What follows belongs to an exercise in optimizing a design on an open flow for small area, a short achievable clock period and few clock cycles per item; a production flow would make more cautious choices. The RTL was checked by simulation tests, not by an equivalence proof against the original design. Power figures rest on the tool's default switching activity, not on a simulated workload.

File: design/flow/flow/run.sh
#!/bin/bash
# The standard layout (standard.sh: standard synthesis, floorplan, place, CTS, route),
# with two changes to how it is made:
#  - the port buffers are plain buf_1 cells instead of the default delay cells;
#  - repair_timing aims for 6.5 ns of setup slack, so that it shortens the paths
#    that the 10 ns clock alone would leave slow.
# Clock, constraints, power grid and tap cells are the standard flow's.
set -euo pipefail
export BUFFER_PORTS_ARGS="-buffer_cell sky130_fd_sc_hd__buf_1"
export SETUP_SLACK_MARGIN=6.5
bash standard.sh > standard.log 2>&1
File: design/flow/standard.sh
#!/bin/bash
# synth_recipe.tcl (not shown) runs the flow's synth.tcl, then flattens the netlist and writes it again
# the make line also repeats each setting of config.mk as NAME=value (left out here)
make -C /OpenROAD-flow-scripts/flow DESIGN_CONFIG=/design/flow/config.mk WORK_HOME=/design/flow/orfs CLKGATE_MAP_FILE= SYNTH_SCRIPT=/design/flow/synth_recipe.tcl "${@:-finish}"
File: design/flow/config.mk
export PLATFORM = sky130hd
export DESIGN_NAME = learnCosts
export DESIGN_NICKNAME = learnCosts
export VERILOG_FILES = /design/flow/design.v
export SDC_FILE = /design/flow/constraint.sdc
export NUM_CORES = 4
export LEC_CHECK = 0
export ABC_AREA = 1
export CAP_MARGIN = 20
export CORE_MARGIN = 2
export CORE_UTILIZATION = 40
export CTS_BUF_LIST = sky130_fd_sc_hd__clkbuf_8
export PLACE_DENSITY = 0.6
export SLEW_MARGIN = 20
File: design/flow/constraint.sdc
create_clock -name core_clock -period 10.0 [get_ports {clock}]
set_input_delay 2.0000 -clock core_clock [delete_from_list [all_inputs] [get_ports {clock}]]
set_output_delay 2.0000 -clock core_clock [all_outputs]
set_load 0.01 [all_outputs]
File: design/flow/design.v
module learnCosts(clock, nrst, en, fsourceID, fbatteryStat, fValue, fclusterID, initial_epsilon, address, wr_en, data_in, data_out, done);
	input clock, nrst, en;
	input [15:0] fsourceID, fbatteryStat, fValue, fclusterID, data_in, initial_epsilon;
	output done, wr_en;
	output [10:0] address;
	output [15:0] data_out;
	localparam S_IDLE = 4'd0,  S_DONE = 4'd1,  S_SRCH = 4'd2,  S_CHK = 4'd3,
	           S_QRD  = 4'd4,  S_KSC  = 4'd5,  S_SRD  = 4'd6,
	           S_CNT  = 4'd8,  S_SWR  = 4'd9,  S_BAT  = 4'd10, S_EPS = 4'd11,
	           S_IDW  = 4'd12, S_QVW  = 4'd13, S_CLW  = 4'd14, S_NCW = 4'd15;
	reg [3:0]  st;
	reg [10:0] addr;
	reg [15:0] dout;
	reg        done_r;
	reg [6:0]  u;        
	reg [6:0]  r;        
	reg        hj;       
	reg        reinit;
	wire srch = st == S_SRCH;
	wire c1 = data_in[15:8] == fsourceID[7:0];
	wire c2 = data_in[7:0]  == fsourceID[15:8];
	wire c3 = data_in[15:8] == fsourceID[15:8];
	wire [6:0] us = addr[7:1];
	wire [5:0] uh1 = us[6:1] + 6'd1;
	wire [6:0] u1 = us[0] ? {uh1, 1'b0} : {us[6:1], 1'b1};
	wire [6:0] u2 = {uh1, us[0]};
	wire last0 = us == r;
	wire last1 = u1 == r;
	wire [7:0]  ucnt  = {1'b0, u} + 8'h23;
	wire [2:0]  kd    = r[2:0] - 3'd1;
	wire [10:0] a_qs  = {1'b0, us[6], ~us[6], ~us[6], us[5:0], 1'b0};
	wire [10:0] a_q   = {1'b0, u[6], ~u[6], ~u[6], u[5:0], 1'b0};
	wire [10:0] a_cl  = {3'b000, u[6], ~u[6], u[5:0], 1'b0};
	wire [10:0] a_bat = {3'b001, u, 1'b0};
	wire [10:0] a_cnt = {2'b11, ucnt, 1'b0};
	wire [10:0] a_dst = {r[2] ? u + 7'd1 : u, ~r[2], r[1:0], 1'b0};
	wire [10:0] a_src = {6'd0, kd[2], ~kd[2], kd[1:0], 1'b0};
	wire last_sink = (st == S_CNT) ? r[3:0] == 4'd0 : r[2:0] == 3'd0;
	wire [3:0]  st_1 = last0 ? S_IDW : S_SRCH;                     
	wire [10:0] ad_1 = {3'b000, u1, ~last0};
	wire [3:0]  st_2 = last0 | last1 ? S_IDW : S_SRCH;             
	wire [10:0] ad_2 = last0 ? {3'b000, u1, 1'b0} : {3'b000, u2, ~last1};
	wire [10:0] ad_m = hj ? a_qs : {3'b000, us, 1'b0};
	wire [3:0]  st_m = hj ? S_QRD : S_CHK;
	always @(posedge clock) begin
		if (!nrst) begin
			st     <= S_IDLE;
			addr   <= 11'h68A;
			done_r <= 1'b0;
		end else begin
			case (st)
				S_IDLE, S_DONE: if (en) begin
					done_r <= 1'b0;
					if (data_in[5:0] == 6'd0) begin
						st   <= S_IDW;
						addr <= 11'h048;
					end else begin
						st   <= S_SRCH;
						addr <= 11'h049;
					end
				end
				S_SRCH: begin
					st   <= c1 ? st_m : c2 ? st_1 : st_2;
					addr <= c1 ? ad_m : c2 ? ad_1 : ad_2;
				end
				S_CHK: begin
					st   <= c3 ? S_QRD : st_1;
					addr <= c3 ? a_qs : ad_1;
				end
				S_IDW: begin
					st   <= S_QVW;
					addr <= a_qs;
				end
				S_QVW: begin
					st   <= S_CLW;
					addr <= a_cl;
				end
				S_CLW: begin
					st   <= S_NCW;
					addr <= 11'h68A;
				end
				S_QRD, S_NCW: begin
					st   <= S_KSC;
					addr <= 11'h688;
				end
				S_KSC: begin
					st   <= S_CNT;
					addr <= a_cnt;
				end
				S_CNT, S_SWR: begin
					if (last_sink) begin
						st   <= S_BAT;
						addr <= a_bat;
					end else begin
						st   <= S_SRD;
						addr <= a_src;
					end
				end
				S_SRD: begin
					st   <= S_SWR;
					addr <= a_dst;
				end
				S_BAT: begin
					st     <= reinit ? S_EPS : S_DONE;
					addr   <= reinit ? 11'h004 : 11'h68A;
					done_r <= ~reinit;
				end
				default: begin    
					st     <= S_DONE;
					addr   <= 11'h68A;
					done_r <= 1'b1;
				end
			endcase
		end
	end
	always @(posedge clock) begin
		case (st)
			S_IDLE, S_DONE, S_SRCH, S_CHK:
			         dout <= fsourceID;
			S_IDW:   dout <= fValue;
			S_QVW:   dout <= fclusterID;
			S_CLW:   dout <= {9'd0, u - 7'h23};    
			S_BAT:   dout <= initial_epsilon;
			default: dout <= (st == S_CNT || st == S_SWR) && last_sink ? fbatteryStat : data_in;
		endcase
		if (st == S_SRCH || st == S_CHK || st == S_IDW)
			u <= us;
		if (st == S_IDLE || st == S_DONE)
			r <= {1'b0, data_in[5:0]} + 7'h23;
		else if (st == S_KSC)
			r <= {3'b000, data_in[3:0]};
		else if (st == S_CNT || st == S_SWR)
			r <= {4'b0000, kd};
		if (st == S_IDLE || st == S_DONE)
			hj <= 1'b0;
		else if (srch)
			hj <= ~c1 & c2;
		else
			hj <= 1'b0;
		if (st == S_IDLE || st == S_DONE)
			reinit <= 1'b0;
		else if (st == S_QRD)
			reinit <= data_in < fValue;
	end
	assign address  = addr;
	assign data_out = dout;
	assign wr_en    = st[3];
	assign done     = done_r;
endmodule
==> flow_results.xml, run 1 <==
<?xml version="1.0" encoding="UTF-8"?>
<metrics>
  <group name="synth">
    <metric name="synth_area_leader_cell" unit="">sky130_fd_sc_hd__nand2_1</metric>
    <metric name="synth-seq-area-share" unit="%">25.0</metric>
    <metric name="synthTopCellsByCount" unit="">sky130_fd_sc_hd__nand2_1, sky130_fd_sc_hd__inv_1, sky130_fd_sc_hd__nor2_1</metric>
    <metric name="synthDistinctLibCells" unit="">36</metric>
    <metric name="post_syn_area" unit="mm^2">0.00440</metric>
    <metric name="syn-instance-count" unit="">711</metric>
    <metric name="postSynthRegisterBits" unit="">48</metric>
    <metric name="ys_top_cells_by_area" unit="">sky130_fd_sc_hd__nand2_1, sky130_fd_sc_hd__dfxtp_1, sky130_fd_sc_hd__edfxtp_1, sky130_fd_sc_hd__inv_1, sky130_fd_sc_hd__o21ai_0</metric>
    <metric name="yosys_warnings" unit="">1</metric>
    <metric name="synth_nets" unit="">831</metric>
    <metric name="ys_flop_type" unit="">sky130_fd_sc_hd__dfxtp_1</metric>
    <metric name="syn_area_per_cell" unit="um^2">6.18</metric>
    <metric name="synth_enable_flop_cells" unit="">14</metric>
    <metric name="synth_top_area_share" unit="%">15.6</metric>
    <metric name="synth_most_common_cell" unit="">sky130_fd_sc_hd__nand2_1</metric>
    <metric name="ys_async_sr_fraction" unit="%">0</metric>
  </group>
  <group name="sta">
    <metric name="setup_repair_after_global_routing_missed_its_margin" unit="">false</metric>
    <metric name="setup_tns" unit="ns">0</metric>
    <metric name="post-route-period-util" unit="%">33.2</metric>
    <metric name="report.final.hold_viol_count" unit="">0</metric>
    <metric name="finalSetupViolCount" unit="">0</metric>
    <metric name="worst-slew-pin-transition" unit="ns">0.912</metric>
    <metric name="worst_slew_margin_rel" unit="%">39.1</metric>
    <metric name="finalMaxSlewViolations" unit="">0</metric>
    <metric name="max_clock_freq" unit="MHz">301</metric>
    <metric name="max_clock_skew" unit="ns">0.0228</metric>
    <metric name="finalHoldWorstSlack" unit="ns">0.473</metric>
    <metric name="timing.final.crit_period" unit="ns">3.32</metric>
  </group>
  <group name="clocking">
    <metric name="post_cts_hold_buffer_count" unit="">0</metric>
    <metric name="ctsRootBufferMaster" unit="">sky130_fd_sc_hd__clkbuf_8</metric>
    <metric name="postCtsResizedCells" unit="">0</metric>
    <metric name="clock_tree_from_tritoncts" unit="">done</metric>
    <metric name="worstSkewPairLatency" unit="ns">0.34</metric>
    <metric name="tritoncts_num_sinks" unit="">48</metric>
    <metric name="clock_pin_slew_of_the_registers_on_the_worst_case_setup_and_hold_paths" unit="ns">0.08</metric>
    <metric name="cts_setup_buffers" unit="">0</metric>
    <metric name="cts.htree.levels" unit="">2</metric>
    <metric name="number_of_buffers_created_by_cts" unit="">5</metric>
    <metric name="cts_buffer_depth" unit="">2</metric>
  </group>
  <group name="critical_path">
    <metric name="critical_path_peak_fanout" unit="">6</metric>
    <metric name="path_class" unit="">in2reg</metric>
    <metric name="timing.critical_path.required" unit="ns">10.25</metric>
    <metric name="critical_path.reg2reg.endpoint" unit="">addr[7]</metric>
    <metric name="worst-r2r-cell-count" unit="">11</metric>
    <metric name="critical_path_arrival" unit="ns">3.57</metric>
    <metric name="reg2reg_setup_slack" unit="ns">7.26</metric>
    <metric name="critPathLaunchType" unit="">input port</metric>
    <metric name="worstSetupEndpointType" unit="">register</metric>
    <metric name="timing.rr.start" unit="">st[2]</metric>
  </group>
  <group name="die">
    <metric name="row_count" unit="">38</metric>
    <metric name="floorplan_die_height" unit="um">109</metric>
    <metric name="core_area" unit="mm^2">0.0108</metric>
    <metric name="floorplan.die_area" unit="mm^2">0.0118</metric>
    <metric name="io_pins" unit="">128</metric>
    <metric name="effective_utilization_at_floorplan" unit="%">40.7</metric>
    <metric name="die_w" unit="um">109</metric>
  </group>
  <group name="placed_design">
    <metric name="place.gp.congestion" unit="">1.00</metric>
    <metric name="io_buffer_count" unit="">127</metric>
    <metric name="dp_hpwl" unit="um">13000</metric>
  </group>
  <group name="power_and_ir_drop">
    <metric name="design_power_total" unit="mW">0.607</metric>
    <metric name="powerDensity" unit="mW/mm^2">119</metric>
    <metric name="p_leak" unit="nW">2.35</metric>
    <metric name="ir_worst_vdd" unit="mV">0.0625</metric>
  </group>
  <group name="layout">
    <metric name="post_route_core_utilization" unit="%">47.3</metric>
    <metric name="nNetsFinal" unit="">948</metric>
    <metric name="area_growth" unit="%">16.0</metric>
    <metric name="insertedDiodeCount" unit="">0</metric>
    <metric name="post_route_cells_drive_above_1_share" unit="%">3.74</metric>
  </group>
  <group name="detailed_routing">
    <metric name="routed_wl_per_cell" unit="um">16.8</metric>
    <metric name="first_iter_violations" unit="">541</metric>
    <metric name="number_of_nets_still_failing_antenna_checks_after_routing" unit="">0</metric>
    <metric name="via_per_inst" unit="">5.56</metric>
    <metric name="detail_route.first_pass.iterations" unit="">6</metric>
    <metric name="detail_route.wirelength" unit="um">16300</metric>
    <metric name="routed-via-count" unit="">5383</metric>
    <metric name="drcViolationCount" unit="">0</metric>
  </group>
  <group name="job">
    <metric name="max_cap_violations" unit="">0</metric>
  </group>
  <group name="min_path">
    <metric name="end_point_of_the_worst_hold_path" unit="">addr[0]</metric>
    <metric name="hold_path.startpoint" unit="">addr[0]</metric>
    <metric name="worstHoldPathType" unit="">reg2reg</metric>
    <metric name="min_path_cells" unit="">2</metric>
  </group>
  <group name="grt">
    <metric name="grt_start_max_net_pins" unit="">37</metric>
    <metric name="number_of_antenna_violations_at_the_first_check_in_global_routing" unit="">0</metric>
    <metric name="grt-ovfl-total" unit="">0</metric>
    <metric name="grt_usage" unit="%">28.4</metric>
    <metric name="grt_pass1_wl" unit="um">25700</metric>
    <metric name="via_count_of_the_first_global_routing_pass" unit="">5062</metric>
  </group>
  <group name="status">
    <metric name="outcome" unit="">finished clean</metric>
  </group>
</metrics>
-- per-layer routing --
layer	vias to the layer above	GRT usage [%]	wire (um)	part of all wire (%)
met1	2465	37.8	7200	44
met5	-	0	0	0
met2	266	46.1	7380	45
met4	0	10.3	457	2.8
li1	2615	-	-	-
met3	37	4.72	1240	7.6
-- registers in the layout (all words and copies together) (netlist names) --
register	cells
hj	1
r	7
addr	11
reinit	1
done_r	1
st	4
u	7
dout	16
-- final cells by class --
type | instances | area, um^2
inverter | 105 | 394
clock buffer | 5 | 68.8
timing repair buffer | 128 | 488
multi-input combinational | 540 | 2840
clock inverter | 3 | 37.5
sequential | 48 | 1100
tap | 140 | 175
fill | 1169 | 5690
-- cells by family after synthesis --
kind of cell / after synthesis / share of synthesized area (%)
compound gates: 150 / 20.1
flops: 48 / 25.0
buf+inv: 123 / 10.7
simple gates: 348 / 34.0
xor+xnor: 21 / 4.18
fa+ha+maj: 21 / 5.98
-- critical path, cell delays in order --
cell                      delay (ns)
sky130_fd_sc_hd__buf_1          0.10
sky130_fd_sc_hd__inv_1          0.18
sky130_fd_sc_hd__nand2_1        0.07
sky130_fd_sc_hd__nand2_1        0.07
sky130_fd_sc_hd__nand2_1        0.08
sky130_fd_sc_hd__nor2_1         0.14
sky130_fd_sc_hd__nand2_1        0.22
sky130_fd_sc_hd__nand2_1        0.11
sky130_fd_sc_hd__nor2_1         0.05
sky130_fd_sc_hd__nand3_1        0.14
sky130_fd_sc_hd__nand3_1        0.14
sky130_fd_sc_hd__nand2_1        0.09
sky130_fd_sc_hd__nand2_1        0.05
sky130_fd_sc_hd__a21oi_1        0.11
-- through the flow --
step / cell area [um^2] / setup slack [ns] / cells
detailed placement: 4980 / 6.21 / 961
floorplan: 4400 / 6.85 / 711
finish: 5100 / 6.68 / 969
global route: 5100 / 6.52 / 969
global placement: 4980 / 6.16 / 961
CTS: 5090 / 6.55 / 969
-- cells in the final DEF (no fill, tap or decap), drive strengths merged --
cell     netlist  layout
a211oi         1       1
a21oi         44      44
a221oi        15      15
a31oi          4       4
a41oi          1       1
and2           1       1
buf            8     125
bufinv         0       1
clkbuf        10       8
clkinv         0       2
dfxtp         34      34
edfxtp        14      14
ha            21      21
inv          105     105
nand2        183     183
nand3         44      44
nand3b         3       3
nand4         18      18
nor2          77      77
nor3          13      13
nor3b          1       1
nor4           3       3
o2111ai        2       2
o211ai        16      16
o21ai         59      59
o221ai         2       2
o22ai          4       4
o31ai          2       2
or2            5       5
xnor2         11      11
xor2          10      10
-- power breakdown --
| part | internal, mW | total (mW) | switching (mW) |
|---|---|---|---|
| Combinational | 0.0746 | 0.207 | 0.132 |
| Clock | 0.0729 | 0.144 | 0.0709 |
| Sequential | 0.225 | 0.257 | 0.0319 |
-- how the worst max path moves through the flow --
stage / startpoint / endpoint / slack (ns)
final: data_in[0] / addr[0] / 6.68
after global routing: data_in[14] / addr[5] / 6.52
after CTS: data_in[5] / addr[5] / 6.55
after detailed placement: data_in[5] / addr[5] / 6.21
after global placement: data_in[5] / addr[5] / 6.16
after floorplan: fsourceID[3] / addr[3] / 6.85
Testbench counts, summed over its fixed seeds: cycles 32,982, items 1,600.
==> run 2, diff against run 1 <==
==> design/flow/flow/run.sh (replaced) <==
#!/bin/bash
# The standard layout (standard.sh: standard synthesis, floorplan, place, CTS, route),
# with two changes to how it is made:
#  - the port buffers are plain buf_1 cells instead of the default delay cells;
#  - repair_timing aims for 6.8 ns of setup slack, so that it shortens the paths
#    that the 10 ns clock alone would leave slow.
# Clock, constraints, power grid and tap cells are the standard flow's.
set -euo pipefail
export BUFFER_PORTS_ARGS="-buffer_cell sky130_fd_sc_hd__buf_1"
export SETUP_SLACK_MARGIN=6.8
bash standard.sh > standard.log 2>&1
==> flow_results.xml, run 2 <==
<?xml version="1.0" encoding="UTF-8"?>
<metrics>
  <group name="clocking">
    <metric name="cts.htree.levels" unit="">2</metric>
    <metric name="number_of_buffers_created_by_cts" unit="">5</metric>
    <metric name="cts_buffer_depth" unit="">2</metric>
    <metric name="tritoncts_num_sinks" unit="">48</metric>
    <metric name="ctsRootBufferMaster" unit="">sky130_fd_sc_hd__clkbuf_8</metric>
    <metric name="worstSkewPairLatency" unit="ns">0.35</metric>
    <metric name="post_cts_hold_buffer_count" unit="">0</metric>
    <metric name="clock_pin_slew_of_the_registers_on_the_worst_case_setup_and_hold_paths" unit="ns">0.08</metric>
    <metric name="clock_tree_from_tritoncts" unit="">done</metric>
  </group>
  <group name="synth">
    <metric name="synth_enable_flop_cells" unit="">14</metric>
    <metric name="synth-seq-area-share" unit="%">25.0</metric>
    <metric name="post_syn_area" unit="mm^2">0.00440</metric>
    <metric name="synth_most_common_cell" unit="">sky130_fd_sc_hd__nand2_1</metric>
    <metric name="syn_area_per_cell" unit="um^2">6.18</metric>
    <metric name="synth_top_area_share" unit="%">15.6</metric>
    <metric name="synth_nets" unit="">831</metric>
    <metric name="ys_flop_type" unit="">sky130_fd_sc_hd__dfxtp_1</metric>
    <metric name="yosys_warnings" unit="">1</metric>
    <metric name="synth_area_leader_cell" unit="">sky130_fd_sc_hd__nand2_1</metric>
    <metric name="ys_async_sr_fraction" unit="%">0</metric>
    <metric name="postSynthRegisterBits" unit="">48</metric>
    <metric name="synthTopCellsByCount" unit="">sky130_fd_sc_hd__nand2_1, sky130_fd_sc_hd__inv_1, sky130_fd_sc_hd__nor2_1</metric>
    <metric name="synthDistinctLibCells" unit="">36</metric>
    <metric name="syn-instance-count" unit="">711</metric>
    <metric name="ys_top_cells_by_area" unit="">sky130_fd_sc_hd__nand2_1, sky130_fd_sc_hd__dfxtp_1, sky130_fd_sc_hd__edfxtp_1, sky130_fd_sc_hd__inv_1, sky130_fd_sc_hd__o21ai_0</metric>
  </group>
  <group name="power_and_ir_drop">
    <metric name="internal_power" unit="mW">0.376</metric>
    <metric name="power.share.sequential" unit="%">41.7</metric>
    <metric name="pwr-share-clk" unit="%">23.7</metric>
    <metric name="p_sw" unit="mW">0.240</metric>
    <metric name="switching_share_of_power" unit="%">38.9</metric>
    <metric name="p_leak" unit="nW">2.43</metric>
    <metric name="powerDensity" unit="mW/mm^2">118</metric>
    <metric name="combinationalPowerShare" unit="%">34.6</metric>
    <metric name="ir_worst_vdd" unit="mV">0.0623</metric>
  </group>
  <group name="critical_path">
    <metric name="critPathMaxStageDelay" unit="ns">0.28</metric>
    <metric name="critical_path_arrival" unit="ns">3.40</metric>
    <metric name="critPathLaunchType" unit="">input port</metric>
    <metric name="critical_path_peak_fanout" unit="">4</metric>
    <metric name="timing.critical_path.required" unit="ns">10.24</metric>
    <metric name="cell_breakdown_of_the_critical_path" unit="">clkbuf_2 &gt; inv_2 &gt; ha_2 &gt; inv_1 &gt; nor2_2 &gt; nand4_1 &gt; or2_4 &gt; nand4_1 &gt; a21oi_1 &gt; a21oi_1</metric>
    <metric name="path_class" unit="">in2reg</metric>
    <metric name="worstSetupEndpointType" unit="">register</metric>
    <metric name="worst_path_max_delay_cell" unit="">sky130_fd_sc_hd__or2_4</metric>
  </group>
  <group name="sta">
    <metric name="finalHoldWorstSlack" unit="ns">0.471</metric>
    <metric name="max_clock_skew" unit="ns">0.0301</metric>
    <metric name="timing.final.crit_period" unit="ns">3.16</metric>
    <metric name="finalSetupViolCount" unit="">0</metric>
    <metric name="fin_ws" unit="ns">6.84</metric>
    <metric name="worst_slew_margin_rel" unit="%">38.2</metric>
    <metric name="finalMaxSlewViolations" unit="">0</metric>
    <metric name="setup_tns" unit="ns">0</metric>
    <metric name="max_clock_freq" unit="MHz">317</metric>
    <metric name="report.final.hold_viol_count" unit="">0</metric>
    <metric name="worst-slew-pin-transition" unit="ns">0.926</metric>
    <metric name="post-route-period-util" unit="%">31.6</metric>
    <metric name="setup_repair_after_global_routing_missed_its_margin" unit="">true</metric>
  </group>
  <group name="status">
    <metric name="outcome" unit="">finished clean</metric>
  </group>
  <group name="placed_design">
    <metric name="post_dp_cell_area" unit="mm^2">0.00498</metric>
    <metric name="io_buffer_count" unit="">127</metric>
    <metric name="dp_hpwl" unit="um">13000</metric>
    <metric name="place.gp.congestion" unit="">1.00</metric>
    <metric name="pre_cts_slack" unit="ns">6.21</metric>
  </group>
  <group name="detailed_routing">
    <metric name="routed_wl_per_cell" unit="um">16.8</metric>
    <metric name="via_per_inst" unit="">5.55</metric>
    <metric name="detail_route.wirelength" unit="um">16400</metric>
    <metric name="number_of_nets_still_failing_antenna_checks_after_routing" unit="">0</metric>
    <metric name="detail_route.first_pass.iterations" unit="">6</metric>
    <metric name="first_iter_violations" unit="">594</metric>
    <metric name="routed-via-count" unit="">5391</metric>
    <metric name="drcViolationCount" unit="">0</metric>
  </group>
  <group name="grt">
    <metric name="via_count_of_the_first_global_routing_pass" unit="">5084</metric>
    <metric name="grt_usage" unit="%">28.4</metric>
    <metric name="number_of_antenna_violations_at_the_first_check_in_global_routing" unit="">0</metric>
    <metric name="grt-ovfl-total" unit="">0</metric>
    <metric name="grt_start_max_net_pins" unit="">37</metric>
    <metric name="grt_pass1_wl" unit="um">25700</metric>
  </group>
  <group name="job">
    <metric name="max_cap_violations" unit="">0</metric>
  </group>
  <group name="die">
    <metric name="core_area" unit="mm^2">0.0108</metric>
    <metric name="floorplan_die_height" unit="um">109</metric>
    <metric name="io_pins" unit="">128</metric>
    <metric name="die_w" unit="um">109</metric>
    <metric name="floorplan.die_area" unit="mm^2">0.0118</metric>
    <metric name="effective_utilization_at_floorplan" unit="%">40.7</metric>
    <metric name="row_count" unit="">38</metric>
  </group>
  <group name="layout">
    <metric name="nNetsFinal" unit="">951</metric>
    <metric name="reg.largest.list" unit="">dout: 16 flops, addr: 11 flops</metric>
    <metric name="multi_input_area" unit="mm^2">0.00290</metric>
    <metric name="insertedDiodeCount" unit="">0</metric>
    <metric name="top_register" unit="">dout</metric>
    <metric name="final_cell_mix" unit="">sky130_fd_sc_hd__nand2_1, sky130_fd_sc_hd__buf_1, sky130_fd_sc_hd__inv_1, sky130_fd_sc_hd__nor2_1, sky130_fd_sc_hd__o21ai_0</metric>
    <metric name="register_area" unit="mm^2">0.00110</metric>
    <metric name="final_common_cell" unit="">sky130_fd_sc_hd__nand2_1</metric>
    <metric name="area_growth" unit="%">18.5</metric>
    <metric name="fillers" unit="">1154</metric>
    <metric name="finished_layout_cell_area" unit="mm^2">0.00521</metric>
    <metric name="post_route_cells_drive_above_1_share" unit="%">7.93</metric>
    <metric name="largest_register_ff_count" unit="">16</metric>
    <metric name="post_route_core_utilization" unit="%">48.3</metric>
  </group>
  <group name="min_path">
    <metric name="worstHoldPathType" unit="">reg2reg</metric>
  </group>
</metrics>
[run 2: cell counts after synthesis]
No cell type changed its count.
[run 2: worst max-delay path, delay by kind of cell]
family | cells | cell delay (ns)
fa+ha+maj | 1 | 0.20
buf+inv | 3 | 0.29
compound gates | 2 | 0.27
simple gates | 4 | 0.64
[run 2: cells by family (layout without fill, tap and decap cells)]
kind of cell	count (synthesis)	in the layout	synth area share, %
and+or+nand+nor	348	348	34.0
AOI/OAI and AO/OA	150	150	20.1
buffers and inverters	123	244	10.7
DFF	48	48	25.0
adders and majority gates	21	21	5.98
xor gates and xnor gates	21	21	4.18
[run 2: repair_timing]
item	in CTS	in global routing
buffers inserted	0	3
setup endpoints to repair	14	12
pin swaps	2	13
gates resized for setup	14	38
[run 2: cell type report]
type                            count  area share, %
Multi-Input combinational cell    540           55.6
Sequential cell                    48           21.2
Timing Repair Buffer              131           10.2
Inverter                          105           7.56
Tap cell                          140           3.36
Clock buffer                        5           1.32
Clock inverter                      3          0.720
[run 2: per-layer routing]
layer  vias up  GRT usage (%)  routed length (um)
li1       2624              -                   -
met1      2465           37.7                7180
met2       254           46.5                7340
met3        48           4.66                1270
met4         0           10.3                 556
met5         -              0                   0
[run 2: worst paths after layout]
path,start,endpoint,slack [ns],depth (start not counted)
setup / recovery,data_in[1],st[3],6.84,10
hold / removal,addr[0],addr[0],0.47,2
setup reg to reg,st[3],addr[7],7.28,11
hold reg to reg,addr[0],addr[0],0.47,2
[run 2: power groups by stage]
stage               combinational (mW)  clock, mW  sequential, mW
floorplan                        0.138          0           0.248
finish                           0.213      0.146           0.257
detailed placement               0.203          0           0.261
CTS                              0.205      0.146           0.257
global placement                 0.202          0           0.261
global route                     0.242      0.154           0.259
[run 2: through the flow]
step	std cells	power, mW
after floorplan	711	0.386
after global placement	961	0.463
after detailed placement	961	0.464
after CTS	969	0.609
after global routing	972	0.655
final	972	0.616
==> run 3, diff against run 2 <==
--- a/design/flow/config.mk
+++ b/design/flow/config.mk
@@ -8,7 +8,7 @@
 export ABC_AREA = 1
 export CAP_MARGIN = 20
 export CORE_MARGIN = 2
-export CORE_UTILIZATION = 40
+export CORE_UTILIZATION = 55
 export CTS_BUF_LIST = sky130_fd_sc_hd__clkbuf_8
-export PLACE_DENSITY = 0.6
+export PLACE_DENSITY = 0.7
 export SLEW_MARGIN = 20
==> flow_results.xml, run 3 <==
<?xml version="1.0" encoding="UTF-8"?>
<metrics>
  <group name="die">
    <metric name="floorplan_die_height" unit="um">93.4</metric>
    <metric name="die_w" unit="um">93.4</metric>
    <metric name="floorplan.die_area" unit="mm^2">0.00873</metric>
    <metric name="core_area" unit="mm^2">0.00773</metric>
    <metric name="row_count" unit="">32</metric>
    <metric name="effective_utilization_at_floorplan" unit="%">56.9</metric>
    <metric name="io_pins" unit="">128</metric>
  </group>
  <group name="synth">
    <metric name="syn-instance-count" unit="">711</metric>
    <metric name="ys_async_sr_fraction" unit="%">0</metric>
    <metric name="post_syn_area" unit="mm^2">0.00440</metric>
    <metric name="yosys_warnings" unit="">1</metric>
    <metric name="synthDistinctLibCells" unit="">36</metric>
    <metric name="synth_top_area_share" unit="%">15.6</metric>
    <metric name="synth_enable_flop_cells" unit="">14</metric>
    <metric name="ys_flop_type" unit="">sky130_fd_sc_hd__dfxtp_1</metric>
    <metric name="synth_area_leader_cell" unit="">sky130_fd_sc_hd__nand2_1</metric>
    <metric name="synth_most_common_cell" unit="">sky130_fd_sc_hd__nand2_1</metric>
    <metric name="synth_nets" unit="">831</metric>
    <metric name="postSynthRegisterBits" unit="">48</metric>
    <metric name="synthTopCellsByCount" unit="">sky130_fd_sc_hd__nand2_1, sky130_fd_sc_hd__inv_1, sky130_fd_sc_hd__nor2_1</metric>
    <metric name="synth-seq-area-share" unit="%">25.0</metric>
    <metric name="syn_area_per_cell" unit="um^2">6.18</metric>
    <metric name="ys_top_cells_by_area" unit="">sky130_fd_sc_hd__nand2_1, sky130_fd_sc_hd__dfxtp_1, sky130_fd_sc_hd__edfxtp_1, sky130_fd_sc_hd__inv_1, sky130_fd_sc_hd__o21ai_0</metric>
  </group>
  <group name="detailed_routing">
    <metric name="detail_route.first_pass.iterations" unit="">8</metric>
    <metric name="routed_wl_per_cell" unit="um">17.1</metric>
    <metric name="routed-via-count" unit="">5611</metric>
    <metric name="drcViolationCount" unit="">0</metric>
    <metric name="first_iter_violations" unit="">820</metric>
    <metric name="via_per_inst" unit="">5.99</metric>
    <metric name="detail_route.wirelength" unit="um">16000</metric>
    <metric name="number_of_nets_still_failing_antenna_checks_after_routing" unit="">0</metric>
  </group>
  <group name="min_path">
    <metric name="worstHoldPathType" unit="">reg2reg</metric>
  </group>
  <group name="sta">
    <metric name="fin_ws" unit="ns">6.83</metric>
    <metric name="setup_tns" unit="ns">0</metric>
    <metric name="timing.final.crit_period" unit="ns">3.17</metric>
    <metric name="finalSetupViolCount" unit="">0</metric>
    <metric name="max_clock_skew" unit="ns">0.00444</metric>
    <metric name="worst_slew_margin_rel" unit="%">36.3</metric>
    <metric name="post-route-period-util" unit="%">31.7</metric>
    <metric name="report.final.hold_viol_count" unit="">0</metric>
    <metric name="finalHoldWorstSlack" unit="ns">0.486</metric>
    <metric name="finalMaxSlewViolations" unit="">0</metric>
    <metric name="setup_repair_after_global_routing_missed_its_margin" unit="">true</metric>
    <metric name="worst-slew-pin-transition" unit="ns">0.954</metric>
    <metric name="max_clock_freq" unit="MHz">315</metric>
  </group>
  <group name="critical_path">
    <metric name="worst_path_max_delay_cell" unit="">sky130_fd_sc_hd__dfxtp_1</metric>
    <metric name="critPathLaunchType" unit="">register</metric>
    <metric name="timing.critical_path.required" unit="ns">8.00</metric>
    <metric name="worstSetupEndpointType" unit="">output port</metric>
    <metric name="critical_path_buf_inv_count" unit="">1</metric>
    <metric name="critical_path_peak_fanout" unit="">12</metric>
    <metric name="path_class" unit="">reg2out</metric>
    <metric name="critical_path_arrival" unit="ns">1.17</metric>
    <metric name="critPathMaxStageDelay" unit="ns">0.66</metric>
    <metric name="path_delay_family" unit="">flip-flops</metric>
    <metric name="cell_breakdown_of_the_critical_path" unit="">buf_1</metric>
  </group>
  <group name="status">
    <metric name="outcome" unit="">finished clean</metric>
  </group>
  <group name="layout">
    <metric name="final_common_cell" unit="">sky130_fd_sc_hd__nand2_1</metric>
    <metric name="post_route_core_utilization" unit="%">67.4</metric>
    <metric name="final_cell_mix" unit="">sky130_fd_sc_hd__nand2_1, sky130_fd_sc_hd__buf_1, sky130_fd_sc_hd__inv_1, sky130_fd_sc_hd__nor2_1, sky130_fd_sc_hd__o21ai_0</metric>
    <metric name="insertedDiodeCount" unit="">0</metric>
    <metric name="largest_register_ff_count" unit="">16</metric>
    <metric name="area_growth" unit="%">18.5</metric>
    <metric name="finished_layout_cell_area" unit="mm^2">0.00521</metric>
    <metric name="nNetsFinal" unit="">953</metric>
    <metric name="fillers" unit="">669</metric>
    <metric name="top_register" unit="">dout</metric>
    <metric name="post_route_cells_drive_above_1_share" unit="%">8.63</metric>
    <metric name="post_layout_nonfiller_instances" unit="">936</metric>
    <metric name="reg.largest.list" unit="">dout: 16 flops, addr: 11 flops</metric>
  </group>
  <group name="power_and_ir_drop">
    <metric name="powerDensity" unit="mW/mm^2">124</metric>
    <metric name="power.share.sequential" unit="%">40.1</metric>
    <metric name="pwr-share-clk" unit="%">26.7</metric>
    <metric name="p_sw" unit="mW">0.244</metric>
    <metric name="p_leak" unit="nW">2.44</metric>
    <metric name="switching_share_of_power" unit="%">37.8</metric>
    <metric name="internal_power" unit="mW">0.401</metric>
    <metric name="combinationalPowerShare" unit="%">33.2</metric>
    <metric name="design_power_total" unit="mW">0.646</metric>
    <metric name="ir_worst_vdd" unit="mV">0.0923</metric>
  </group>
  <group name="clocking">
    <metric name="ctsRootBufferMaster" unit="">sky130_fd_sc_hd__clkbuf_8</metric>
    <metric name="clock_tree_from_tritoncts" unit="">done</metric>
    <metric name="number_of_buffers_created_by_cts" unit="">5</metric>
    <metric name="cts_buffer_depth" unit="">2</metric>
    <metric name="cts.htree.levels" unit="">2</metric>
    <metric name="clock_pin_slew_of_the_registers_on_the_worst_case_setup_and_hold_paths" unit="ns">0.10</metric>
    <metric name="tritoncts_num_sinks" unit="">48</metric>
    <metric name="worstSkewPairLatency" unit="ns">0.31</metric>
  </group>
  <group name="placed_design">
    <metric name="pre_cts_slack" unit="ns">6.32</metric>
    <metric name="place.gp.congestion" unit="">0.992</metric>
    <metric name="post_dp_cell_area" unit="mm^2">0.00492</metric>
    <metric name="io_buffer_count" unit="">127</metric>
    <metric name="dp_hpwl" unit="um">12200</metric>
    <metric name="placed_cells" unit="">922</metric>
  </group>
  <group name="grt">
    <metric name="grt-ovfl-total" unit="">0</metric>
    <metric name="grt_pass1_wl" unit="um">24600</metric>
    <metric name="via_count_of_the_first_global_routing_pass" unit="">4999</metric>
    <metric name="number_of_antenna_violations_at_the_first_check_in_global_routing" unit="">0</metric>
    <metric name="grt_usage" unit="%">35.8</metric>
    <metric name="grt_start_max_net_pins" unit="">37</metric>
  </group>
  <group name="job">
    <metric name="max_cap_violations" unit="">0</metric>
  </group>
</metrics>
run 3: power groups by stage:
stage	Sequential [mW]	Clock, mW	Combinational (mW)
finish	0.259	0.173	0.214
global route	0.260	0.177	0.238
CTS	0.257	0.171	0.203
detailed placement	0.261	0	0.199
global placement	0.261	0	0.196
floorplan	0.248	0	0.138
run 3: final timing paths:
kind,endpoint,start,slack [ns],cells past startpoint
worst max-delay path,address[4],addr[4],6.83,1
worst min-delay path,addr[0],addr[0],0.49,2
worst max register to register,addr[5],st[2],7.19,13
worst min register to register,addr[0],addr[0],0.49,2
run 3: kinds of logic (layout without fill, tap and decap cells):
logic type | count (synthesis) | after routing | share of synthesized area, %
and+or+nand+nor | 348 | 348 | 34.0
AOI/OAI and AO/OA | 150 | 150 | 20.1
buffers and inverters | 123 | 246 | 10.7
DFF | 48 | 48 | 25.0
adders and majority gates | 21 | 21 | 5.98
xor gates and xnor gates | 21 | 21 | 4.18
run 3: repair_timing:
action / in CTS / in global routing
endpoints found under the setup margin: 12 / 13
setup buffers: 1 / 5
resized for setup: 9 / 43
pin swaps: 1 / 16
hold buffers: 0 / 0
run 3: layout make-up:
| class | instances | area [um^2] | share of cell area (%) |
|---|---|---|---|
| flip-flops and latches | 48 | 1100 | 21.2 |
| clock buffers | 5 | 68.8 | 1.32 |
| clock inverters | 3 | 63.8 | 1.22 |
| well taps | 102 | 128 | 2.45 |
| inverters | 105 | 394 | 7.56 |
| multi-input cells | 540 | 2910 | 55.8 |
| repair buffers | 133 | 544 | 10.4 |
run 3: metal layers:
metal / wire length [um] / global-route usage, % / vias to the layer above / share of wire [%]
met2: 7040 / 57.1 / 445 / 44
met5: 0 / 0 / - / 0
met1: 6560 / 50.2 / 2488 / 41
met4: 337 / 9.31 / 0 / 2.1
met3: 2070 / 6.12 / 49 / 13
li1: - / - / 2629 / -
==> run 4, diff against run 3 <==
--- a/design/flow/design.v
+++ b/design/flow/design.v
@@ -24,8 +24,9 @@
 	wire [5:0] uh1 = us[6:1] + 6'd1;
 	wire [6:0] u1 = us[0] ? {uh1, 1'b0} : {us[6:1], 1'b1};
 	wire [6:0] u2 = {uh1, us[0]};
-	wire last0 = us == r;
-	wire last1 = u1 == r;
+	wire [6:0] ulast = r + 7'h23;    
+	wire last0 = us == ulast;
+	wire last1 = u1 == ulast;
 	wire [7:0]  ucnt  = {1'b0, u} + 8'h23;
 	wire [2:0]  kd    = r[2:0] - 3'd1;
 	wire [10:0] a_qs  = {1'b0, us[6], ~us[6], ~us[6], us[5:0], 1'b0};
@@ -126,7 +127,7 @@
 		if (st == S_SRCH || st == S_CHK || st == S_IDW)
 			u <= us;
 		if (st == S_IDLE || st == S_DONE)
-			r <= {1'b0, data_in[5:0]} + 7'h23;
+			r <= {1'b0, data_in[5:0]};
 		else if (st == S_KSC)
 			r <= {3'b000, data_in[3:0]};
 		else if (st == S_CNT || st == S_SWR)
--- a/design/flow/config.mk
+++ b/design/flow/config.mk
@@ -8,7 +8,7 @@
 export ABC_AREA = 1
 export CAP_MARGIN = 20
 export CORE_MARGIN = 2
-export CORE_UTILIZATION = 55
+export CORE_UTILIZATION = 40
 export CTS_BUF_LIST = sky130_fd_sc_hd__clkbuf_8
-export PLACE_DENSITY = 0.7
+export PLACE_DENSITY = 0.6
 export SLEW_MARGIN = 20
==> flow_results.xml, run 4 <==
<?xml version="1.0" encoding="UTF-8"?>
<metrics>
  <group name="synth">
    <metric name="syn_area_per_cell" unit="um^2">6.22</metric>
    <metric name="yosys_warnings" unit="">1</metric>
    <metric name="ys_top_cells_by_area" unit="">sky130_fd_sc_hd__dfxtp_1, sky130_fd_sc_hd__nand2_1, sky130_fd_sc_hd__edfxtp_1, sky130_fd_sc_hd__inv_1, sky130_fd_sc_hd__nand3_1</metric>
    <metric name="syn-instance-count" unit="">696</metric>
    <metric name="ys_flop_type" unit="">sky130_fd_sc_hd__dfxtp_1</metric>
    <metric name="post_syn_area" unit="mm^2">0.00433</metric>
    <metric name="synth_top_area_share" unit="%">15.7</metric>
    <metric name="synth-seq-area-share" unit="%">24.7</metric>
    <metric name="synthDistinctLibCells" unit="">41</metric>
    <metric name="synth_enable_flop_cells" unit="">13</metric>
    <metric name="synthTopCellsByCount" unit="">sky130_fd_sc_hd__nand2_1, sky130_fd_sc_hd__inv_1, sky130_fd_sc_hd__nor2_1</metric>
    <metric name="synth_most_common_cell" unit="">sky130_fd_sc_hd__nand2_1</metric>
    <metric name="synth_nets" unit="">815</metric>
    <metric name="postSynthRegisterBits" unit="">47</metric>
    <metric name="synth_area_leader_cell" unit="">sky130_fd_sc_hd__dfxtp_1</metric>
    <metric name="ys_async_sr_fraction" unit="%">0</metric>
  </group>
  <group name="power_and_ir_drop">
    <metric name="internal_power" unit="mW">0.366</metric>
    <metric name="design_power_total" unit="mW">0.641</metric>
    <metric name="powerDensity" unit="mW/mm^2">122</metric>
    <metric name="ir_worst_vdd" unit="mV">0.0592</metric>
    <metric name="p_leak" unit="nW">2.43</metric>
    <metric name="power.share.sequential" unit="%">39.3</metric>
    <metric name="p_sw" unit="mW">0.275</metric>
    <metric name="combinationalPowerShare" unit="%">41.6</metric>
    <metric name="switching_share_of_power" unit="%">43.0</metric>
    <metric name="pwr-share-clk" unit="%">19.1</metric>
  </group>
  <group name="layout">
    <metric name="reg.largest.list" unit="">dout: 16 flops, addr: 11 flops, u: 7 flops</metric>
    <metric name="top_register" unit="">dout</metric>
    <metric name="largest_register_ff_count" unit="">16</metric>
    <metric name="final_common_cell" unit="">sky130_fd_sc_hd__nand2_1</metric>
    <metric name="post_route_core_utilization" unit="%">50.3</metric>
    <metric name="final_cell_mix" unit="">sky130_fd_sc_hd__nand2_1, sky130_fd_sc_hd__buf_1, sky130_fd_sc_hd__inv_1, sky130_fd_sc_hd__nor2_1, sky130_fd_sc_hd__nand3_1</metric>
    <metric name="area_growth" unit="%">21.0</metric>
    <metric name="nNetsFinal" unit="">943</metric>
    <metric name="post_route_cells_drive_above_1_share" unit="%">11.8</metric>
    <metric name="post_layout_nonfiller_instances" unit="">961</metric>
    <metric name="insertedDiodeCount" unit="">0</metric>
  </group>
  <group name="critical_path">
    <metric name="cell_breakdown_of_the_critical_path" unit="">buf_1 &gt; nand2_1 &gt; o21ai_0 &gt; a2111oi_0 &gt; nand2_1</metric>
    <metric name="critical_path_peak_fanout" unit="">2</metric>
    <metric name="critPathLaunchType" unit="">input port</metric>
    <metric name="worst-r2r-cell-count" unit="">7</metric>
    <metric name="critical_path_arrival" unit="ns">3.30</metric>
    <metric name="timing.rr.start" unit="">st[1]</metric>
    <metric name="most_prevalent_standard_cell_on_the_critical_path" unit="">sky130_fd_sc_hd__nand2_1</metric>
    <metric name="worst_path_max_delay_cell" unit="">sky130_fd_sc_hd__a2111oi_0</metric>
    <metric name="path_class" unit="">in2reg</metric>
    <metric name="worstSetupEndpointType" unit="">register</metric>
    <metric name="critical_path.reg2reg.endpoint" unit="">dout[4]</metric>
    <metric name="reg2reg_setup_slack" unit="ns">7.57</metric>
    <metric name="critPathMaxStageDelay" unit="ns">0.91</metric>
    <metric name="timing.critical_path.required" unit="ns">10.13</metric>
  </group>
  <group name="sta">
    <metric name="post-route-period-util" unit="%">31.7</metric>
    <metric name="finalSetupViolCount" unit="">0</metric>
    <metric name="max_clock_skew" unit="ns">0.00929</metric>
    <metric name="finalMaxSlewViolations" unit="">0</metric>
    <metric name="max_clock_freq" unit="MHz">316</metric>
    <metric name="setup_repair_after_global_routing_missed_its_margin" unit="">true</metric>
    <metric name="timing.final.crit_period" unit="ns">3.17</metric>
    <metric name="worst-slew-pin-transition" unit="ns">1.06</metric>
    <metric name="worst_slew_margin_rel" unit="%">27.3</metric>
    <metric name="setup_tns" unit="ns">0</metric>
    <metric name="finalHoldWorstSlack" unit="ns">0.494</metric>
    <metric name="report.final.hold_viol_count" unit="">0</metric>
  </group>
  <group name="detailed_routing">
    <metric name="drcViolationCount" unit="">0</metric>
    <metric name="detail_route.first_pass.iterations" unit="">6</metric>
    <metric name="via_per_inst" unit="">5.57</metric>
    <metric name="number_of_nets_still_failing_antenna_checks_after_routing" unit="">0</metric>
    <metric name="routed_wl_per_cell" unit="um">17.3</metric>
    <metric name="detail_route.wirelength" unit="um">16600</metric>
    <metric name="routed-via-count" unit="">5354</metric>
    <metric name="first_iter_violations" unit="">487</metric>
  </group>
  <group name="die">
    <metric name="io_pins" unit="">128</metric>
    <metric name="effective_utilization_at_floorplan" unit="%">41.5</metric>
    <metric name="row_count" unit="">37</metric>
    <metric name="core_area" unit="mm^2">0.0104</metric>
    <metric name="floorplan.die_area" unit="mm^2">0.0117</metric>
    <metric name="floorplan_die_height" unit="um">108</metric>
    <metric name="die_w" unit="um">108</metric>
  </group>
  <group name="grt">
    <metric name="number_of_antenna_violations_at_the_first_check_in_global_routing" unit="">0</metric>
    <metric name="grt_busiest_layer" unit="">met2</metric>
    <metric name="globalRouteMet1Util" unit="%">40.0</metric>
    <metric name="grt_start_max_net_pins" unit="">28</metric>
    <metric name="via_count_of_the_first_global_routing_pass" unit="">5125</metric>
    <metric name="grt_use_met3" unit="%">2.59</metric>
    <metric name="grt-ovfl-total" unit="">0</metric>
    <metric name="grt_pass1_wl" unit="um">26100</metric>
    <metric name="grt_usage" unit="%">28.8</metric>
    <metric name="grt_use_met2" unit="%">47.7</metric>
  </group>
  <group name="clocking">
    <metric name="tritoncts_num_sinks" unit="">47</metric>
    <metric name="cts_buffer_depth" unit="">2</metric>
    <metric name="ctsRootBufferMaster" unit="">sky130_fd_sc_hd__clkbuf_8</metric>
    <metric name="cts.htree.levels" unit="">2</metric>
    <metric name="worstSkewPairLatency" unit="ns">0.30</metric>
    <metric name="clock_tree_from_tritoncts" unit="">done</metric>
    <metric name="number_of_buffers_created_by_cts" unit="">5</metric>
    <metric name="clock_pin_slew_of_the_registers_on_the_worst_case_setup_and_hold_paths" unit="ns">0.09</metric>
  </group>
  <group name="min_path">
    <metric name="hold_path.startpoint" unit="">addr[0]</metric>
    <metric name="min_path_cells" unit="">2</metric>
    <metric name="worstHoldPathType" unit="">reg2reg</metric>
    <metric name="end_point_of_the_worst_hold_path" unit="">addr[0]</metric>
  </group>
  <group name="status">
    <metric name="outcome" unit="">finished clean</metric>
  </group>
  <group name="placed_design">
    <metric name="dp_hpwl" unit="um">13100</metric>
    <metric name="place.gp.congestion" unit="">1.02</metric>
    <metric name="io_buffer_count" unit="">127</metric>
    <metric name="placed_cells" unit="">947</metric>
  </group>
  <group name="job">
    <metric name="max_cap_violations" unit="">0</metric>
  </group>
</metrics>
run 4: worst max path at each step:
stage / from / end / slack (ns)
finish: fsourceID[4] / dout[4] / 6.83
CTS: data_in[15] / addr[1] / 6.76
global placement: data_in[1] / addr[0] / 6.27
floorplan: fsourceID[9] / addr[1] / 6.93
global route: data_in[8] / addr[5] / 6.77
detailed placement: data_in[1] / addr[0] / 6.23
run 4: per-layer routing:
metal	up-vias	wire, um
li1	2593	-
met1	2490	7550
met2	237	7660
met3	34	1060
met4	0	372
met5	-	0
run 4: stage by stage:
| step | instance area [um^2] | setup WS [ns] |
|---|---|---|
| after floorplan | 4330 | 6.93 |
| after global placement | 4920 | 6.27 |
| after detailed placement | 4920 | 6.23 |
| after CTS | 5040 | 6.76 |
| after global routing | 5240 | 6.77 |
| final | 5240 | 6.83 |
run 4: cell type report:
cell class | instances | area [um^2]
clock buffer | 6 | 82.6
clock inverter | 2 | 8.76
fill | 1154 | 5180
inverter | 103 | 394
multi-input combinational | 531 | 2910
sequential | 47 | 1070
tap | 136 | 170
timing repair buffer | 136 | 599
run 4: logic make-up (layout without fill, tap and decap cells):
group	count (synthesis)	after routing	share of synthesized area [%]
xor+xnor	19	19	3.85
fa+ha+maj	20	20	5.78
buf+inv	118	247	10.7
flops	47	47	24.7
compound gates	149	149	20.2
simple gates	343	343	34.7
run 4: power by group through the flow:
stage               sequential [mW]  clock [mW]  combinational, mW
finish                        0.252       0.123              0.267
CTS                           0.251       0.125              0.252
global placement              0.255           0              0.249
global route                  0.256       0.134              0.299
detailed placement            0.255           0              0.250
floorplan                     0.244           0              0.174
run 4: worst max-delay path: cells and delay by family:
family                 cells  cell delay (ns)
AND/OR/NAND/NOR            2             0.20
AO/OA/AOI/OAI              2             0.98
buffers and inverters      1             0.11
run 4: timing repair:
action	4_1_cts	5_1_grt
buffers inserted	2	4
hold buffers	0	0
resized for setup	6	63
endpoints found under the setup margin	11	15
pin swaps	1	12
Testbench counts of run 4, summed over its fixed seeds: cycles 32,982, items 1,600.
==> run 5, diff against run 4 <==
--- a/design/flow/design.v
+++ b/design/flow/design.v
@@ -24,9 +24,8 @@
 	wire [5:0] uh1 = us[6:1] + 6'd1;
 	wire [6:0] u1 = us[0] ? {uh1, 1'b0} : {us[6:1], 1'b1};
 	wire [6:0] u2 = {uh1, us[0]};
-	wire [6:0] ulast = r + 7'h23;    
-	wire last0 = us == ulast;
-	wire last1 = u1 == ulast;
+	wire last0 = us == r;
+	wire last1 = u1 == r;
 	wire [7:0]  ucnt  = {1'b0, u} + 8'h23;
 	wire [2:0]  kd    = r[2:0] - 3'd1;
 	wire [10:0] a_qs  = {1'b0, us[6], ~us[6], ~us[6], us[5:0], 1'b0};
@@ -127,7 +126,7 @@
 		if (st == S_SRCH || st == S_CHK || st == S_IDW)
 			u <= us;
 		if (st == S_IDLE || st == S_DONE)
-			r <= {1'b0, data_in[5:0]};
+			r <= {1'b0, data_in[5:0]} + 7'h23;
 		else if (st == S_KSC)
 			r <= {3'b000, data_in[3:0]};
 		else if (st == S_CNT || st == S_SWR)
==> design/flow/run.sh (new file) <==
#!/bin/bash
# synth_recipe.tcl (not shown) runs the flow's synth.tcl, then flattens the netlist and writes it again
# the make line also repeats each setting of config.mk as NAME=value (left out here)
make -C /OpenROAD-flow-scripts/flow DESIGN_CONFIG=/design/flow/config.mk WORK_HOME=/design/flow/orfs CLKGATE_MAP_FILE= SYNTH_SCRIPT=/design/flow/synth_recipe.tcl finish
--- a/design/flow/config.mk
+++ b/design/flow/config.mk
@@ -11,4 +11,5 @@
 export CORE_UTILIZATION = 40
 export CTS_BUF_LIST = sky130_fd_sc_hd__clkbuf_8
 export PLACE_DENSITY = 0.6
+export SETUP_SLACK_MARGIN = 5
 export SLEW_MARGIN = 20
removed: design/flow/flow/run.sh
removed: design/flow/standard.sh
==> flow_results.xml, run 5 <==
<?xml version="1.0" encoding="UTF-8"?>
<metrics>
  <group name="power_and_ir_drop">
    <metric name="p_leak" unit="nW">2.68</metric>
    <metric name="ir_worst_vdd" unit="mV">0.106</metric>
    <metric name="powerDensity" unit="mW/mm^2">108</metric>
    <metric name="design_power_total" unit="mW">0.635</metric>
  </group>
  <group name="die">
    <metric name="effective_utilization_at_floorplan" unit="%">40.7</metric>
    <metric name="io_pins" unit="">128</metric>
    <metric name="core_area" unit="mm^2">0.0108</metric>
    <metric name="row_count" unit="">38</metric>
    <metric name="floorplan_die_height" unit="um">109</metric>
    <metric name="floorplan.die_area" unit="mm^2">0.0118</metric>
    <metric name="die_w" unit="um">109</metric>
  </group>
  <group name="sta">
    <metric name="finalHoldWorstSlack" unit="ns">0.488</metric>
    <metric name="setup_repair_after_global_routing_missed_its_margin" unit="">false</metric>
    <metric name="timing.final.crit_period" unit="ns">3.98</metric>
    <metric name="finalMaxSlewViolations" unit="">0</metric>
    <metric name="worst-slew-pin-transition" unit="ns">0.948</metric>
    <metric name="post-route-period-util" unit="%">39.8</metric>
    <metric name="max_clock_skew" unit="ns">0.0176</metric>
    <metric name="fin_ws" unit="ns">6.02</metric>
    <metric name="finalSetupViolCount" unit="">0</metric>
    <metric name="setup_tns" unit="ns">0</metric>
    <metric name="report.final.hold_viol_count" unit="">0</metric>
    <metric name="worst_slew_margin_rel" unit="%">36.6</metric>
    <metric name="max_clock_freq" unit="MHz">251</metric>
  </group>
  <group name="synth">
    <metric name="synthTopCellsByCount" unit="">sky130_fd_sc_hd__nand2_1, sky130_fd_sc_hd__inv_1, sky130_fd_sc_hd__nor2_1</metric>
    <metric name="synth_area_leader_cell" unit="">sky130_fd_sc_hd__nand2_1</metric>
    <metric name="synth_nets" unit="">831</metric>
    <metric name="ys_top_cells_by_area" unit="">sky130_fd_sc_hd__nand2_1, sky130_fd_sc_hd__dfxtp_1, sky130_fd_sc_hd__edfxtp_1, sky130_fd_sc_hd__inv_1, sky130_fd_sc_hd__o21ai_0</metric>
    <metric name="ys_async_sr_fraction" unit="%">0</metric>
    <metric name="synth_top_area_share" unit="%">15.6</metric>
    <metric name="postSynthRegisterBits" unit="">48</metric>
    <metric name="synth_most_common_cell" unit="">sky130_fd_sc_hd__nand2_1</metric>
    <metric name="synthDistinctLibCells" unit="">36</metric>
    <metric name="synth-seq-area-share" unit="%">25.0</metric>
    <metric name="syn-instance-count" unit="">711</metric>
    <metric name="synth_enable_flop_cells" unit="">14</metric>
    <metric name="syn_area_per_cell" unit="um^2">6.18</metric>
    <metric name="yosys_warnings" unit="">1</metric>
    <metric name="ys_flop_type" unit="">sky130_fd_sc_hd__dfxtp_1</metric>
    <metric name="post_syn_area" unit="mm^2">0.00440</metric>
  </group>
  <group name="placed_design">
    <metric name="dp_hpwl" unit="um">14200</metric>
    <metric name="place.gp.congestion" unit="">0.970</metric>
    <metric name="pre_cts_slack" unit="ns">5.74</metric>
    <metric name="post_dp_cell_area" unit="mm^2">0.00577</metric>
    <metric name="io_buffer_count" unit="">127</metric>
    <metric name="placed_cells" unit="">960</metric>
  </group>
  <group name="critical_path">
    <metric name="worstSetupEndpointType" unit="">register</metric>
    <metric name="path_class" unit="">in2reg</metric>
    <metric name="critPathLaunchType" unit="">input port</metric>
    <metric name="critical_path_peak_fanout" unit="">7</metric>
    <metric name="origin_of_the_worst_setup_path" unit="">data_in[5]</metric>
    <metric name="reg2reg_setup_slack" unit="ns">7.01</metric>
    <metric name="worst-r2r-cell-count" unit="">13</metric>
    <metric name="timing.rr.start" unit="">st[2]</metric>
    <metric name="crit_end" unit="">addr[4]</metric>
    <metric name="critical_path_arrival" unit="ns">4.20</metric>
    <metric name="timing.critical_path.required" unit="ns">10.22</metric>
    <metric name="critical_path.reg2reg.endpoint" unit="">addr[4]</metric>
  </group>
  <group name="layout">
    <metric name="finished_layout_cell_area" unit="mm^2">0.00586</metric>
    <metric name="multi_input_area" unit="mm^2">0.00283</metric>
    <metric name="post_route_cells_drive_above_1_share" unit="%">2.90</metric>
    <metric name="post_route_core_utilization" unit="%">54.3</metric>
    <metric name="area_growth" unit="%">33.3</metric>
    <metric name="final_common_cell" unit="">sky130_fd_sc_hd__nand2_1</metric>
    <metric name="reg.largest.list" unit="">dout: 16 flops, addr: 11 flops</metric>
    <metric name="insertedDiodeCount" unit="">0</metric>
    <metric name="final_cell_mix" unit="">sky130_fd_sc_hd__nand2_1, sky130_fd_sc_hd__clkdlybuf4s50_1, sky130_fd_sc_hd__inv_1, sky130_fd_sc_hd__nor2_1, sky130_fd_sc_hd__o21ai_0</metric>
    <metric name="post_layout_nonfiller_instances" unit="">968</metric>
    <metric name="nNetsFinal" unit="">947</metric>
    <metric name="top_register" unit="">dout</metric>
    <metric name="fillers" unit="">1104</metric>
    <metric name="largest_register_ff_count" unit="">16</metric>
    <metric name="register_area" unit="mm^2">0.00110</metric>
  </group>
  <group name="job">
    <metric name="max_cap_violations" unit="">0</metric>
  </group>
  <group name="detailed_routing">
    <metric name="route.top_layer_used" unit="">met4</metric>
    <metric name="drcViolationCount" unit="">0</metric>
    <metric name="wl_met2" unit="um">8210</metric>
    <metric name="number_of_nets_still_failing_antenna_checks_after_routing" unit="">0</metric>
    <metric name="detail_route.first_pass.iterations" unit="">5</metric>
    <metric name="wirelength_met1" unit="um">7720</metric>
    <metric name="wl_met3" unit="um">1180</metric>
    <metric name="detail_route.wirelength" unit="um">17500</metric>
    <metric name="routed_wl_per_cell" unit="um">18.1</metric>
    <metric name="first_iter_violations" unit="">497</metric>
    <metric name="routed-via-count" unit="">5358</metric>
    <metric name="via_per_inst" unit="">5.54</metric>
  </group>
  <group name="clocking">
    <metric name="number_of_buffers_created_by_cts" unit="">5</metric>
    <metric name="clock_pin_slew_of_the_registers_on_the_worst_case_setup_and_hold_paths" unit="ns">0.10</metric>
    <metric name="post_cts_hold_buffer_count" unit="">0</metric>
    <metric name="tritoncts_num_sinks" unit="">48</metric>
    <metric name="postCtsResizedCells" unit="">0</metric>
    <metric name="clock_tree_from_tritoncts" unit="">done</metric>
    <metric name="cts.htree.levels" unit="">2</metric>
    <metric name="cts_setup_buffers" unit="">0</metric>
    <metric name="ctsRootBufferMaster" unit="">sky130_fd_sc_hd__clkbuf_8</metric>
    <metric name="worstSkewPairLatency" unit="ns">0.33</metric>
    <metric name="cts_buffer_depth" unit="">2</metric>
  </group>
  <group name="grt">
    <metric name="grt_usage" unit="%">29.9</metric>
    <metric name="grt_pass1_wl" unit="um">26800</metric>
    <metric name="via_count_of_the_first_global_routing_pass" unit="">5233</metric>
    <metric name="number_of_antenna_violations_at_the_first_check_in_global_routing" unit="">0</metric>
    <metric name="grt_start_max_net_pins" unit="">37</metric>
    <metric name="grt-ovfl-total" unit="">0</metric>
  </group>
  <group name="status">
    <metric name="outcome" unit="">finished clean</metric>
  </group>
  <group name="min_path">
    <metric name="worstHoldPathType" unit="">reg2reg</metric>
  </group>
</metrics>
-- run 5: changes by cell type after synthesis, moves of 6 or more --
cell	change
sky130_fd_sc_hd__inv_1	+17
sky130_fd_sc_hd__inv_2	-14
sky130_fd_sc_hd__nand3_1	-10
sky130_fd_sc_hd__o21ai_0	+8
sky130_fd_sc_hd__o22ai_1	-8
sky130_fd_sc_hd__o211ai_1	+7
sky130_fd_sc_hd__o21ai_1	-7
sky130_fd_sc_hd__nand2_1	+6
-- run 5: how the worst min path moves through the flow --
stage	from	to	slack [ns]	depth (start not counted)
2_1_floorplan	reinit	reinit	0.46	2
6_report	addr[0]	addr[0]	0.49	2
3_5_place_dp	addr[0]	addr[0]	0.47	2
5_1_grt	addr[0]	addr[0]	0.53	2
4_1_cts	addr[0]	addr[0]	0.49	2
3_3_place_gp	addr[0]	addr[0]	0.45	2
-- run 5: kinds of logic after synthesis --
family,count (synthesis),synth area share (%)
and+or+nand+nor,348,34.0
AOI/OAI and AO/OA,150,20.1
buffers and inverters,123,10.7
DFF,48,25.0
xor gates and xnor gates,21,4.18
adders and majority gates,21,5.98
-- run 5: final cells by class --
class | instances | share of cell area [%]
Multi-Input combinational cell | 540 | 48.2
Timing Repair Buffer | 127 | 21.7
Sequential cell | 48 | 18.8
Inverter | 105 | 6.72
Tap cell | 140 | 2.99
Clock buffer | 6 | 1.41
Clock inverter | 2 | 0.213
-- run 5: power breakdown --
| part | leakage, nW | total (mW) | internal, mW | switching (mW) |
|---|---|---|---|---|
| clock network | 0.0521 | 0.133 | 0.0567 | 0.0765 |
| logic | 2.21 | 0.246 | 0.111 | 0.135 |
| registers | 0.420 | 0.256 | 0.225 | 0.0316 |
-- run 5: per-layer routing --
layer  vias to the layer above  GRT usage, %
li1                       2615             -
met5                         -             0
met3                        34          5.32
met1                      2469          38.2
met4                         0          8.42
met2                       240          51.5
-- run 5: critical path, stage by stage --
cell	delay, ns
sky130_fd_sc_hd__clkdlybuf4s50_1	0.60
sky130_fd_sc_hd__inv_1	0.23
sky130_fd_sc_hd__nand2_1	0.07
sky130_fd_sc_hd__nand2_1	0.06
sky130_fd_sc_hd__nand2_1	0.05
sky130_fd_sc_hd__nor2_1	0.12
sky130_fd_sc_hd__nand2_1	0.22
sky130_fd_sc_hd__nand2_1	0.26
sky130_fd_sc_hd__inv_1	0.15
sky130_fd_sc_hd__o211ai_1	0.23
sky130_fd_sc_hd__nand3_1	0.10
sky130_fd_sc_hd__nand2_1	0.07
sky130_fd_sc_hd__inv_1	0.04
Testbench counts of run 5, summed over its fixed seeds: cycles 32,982, items 1,600.

-- port drivers added, routing unchanged --
Ports are ideal in the flow. The routed layouts listed here were re-timed in OpenROAD. Step 1 (the two cells are an assumption about what drives the block):
set clk [get_ports {clock}]
set_driving_cell -lib_cell sky130_fd_sc_hd__clkbuf_16 $clk
set_driving_cell -lib_cell sky130_fd_sc_hd__buf_2 [delete_from_list [all_inputs] $clk]
Step 2, shift: input delay + t, output delay - t, t = (earliest + latest rising clock arrival at the registers) / 2. This alone moves slack from input paths to output paths. Slacks: ideal ports / drivers / drivers and shift; pairs: ideal ports / drivers.
| run | t, ns | setup slack, ns | worst setup path at the end | worst register clock-pin slew, ns | worst data-port slew with drivers (ns) |
|---|---|---|---|---|---|
| run 1 | 0.359 | 6.680 / 6.682 / 6.335 | input to register | 0.11 / 0.11 | 0.06 |
| run 2 | 0.363 | 6.841 / 6.833 / 6.484 | input to register | 0.12 / 0.12 | 0.05 |
| run 3 | 0.338 | 6.826 / 6.796 / 6.547 | input to register | 0.10 / 0.10 | 0.04 |
| run 4 | 0.332 | 6.834 / 6.850 / 6.518 | input to register | 0.09 / 0.09 | 0.06 |
| run 5 | 0.357 | 6.017 / 6.013 / 5.656 | input to register | 0.11 / 0.11 | 0.06 |
After both steps setup and hold are still met in every run listed. The setup slack of run 5, which loses most, moves by -0.004 ns with the drivers and by -0.361 ns with both steps.
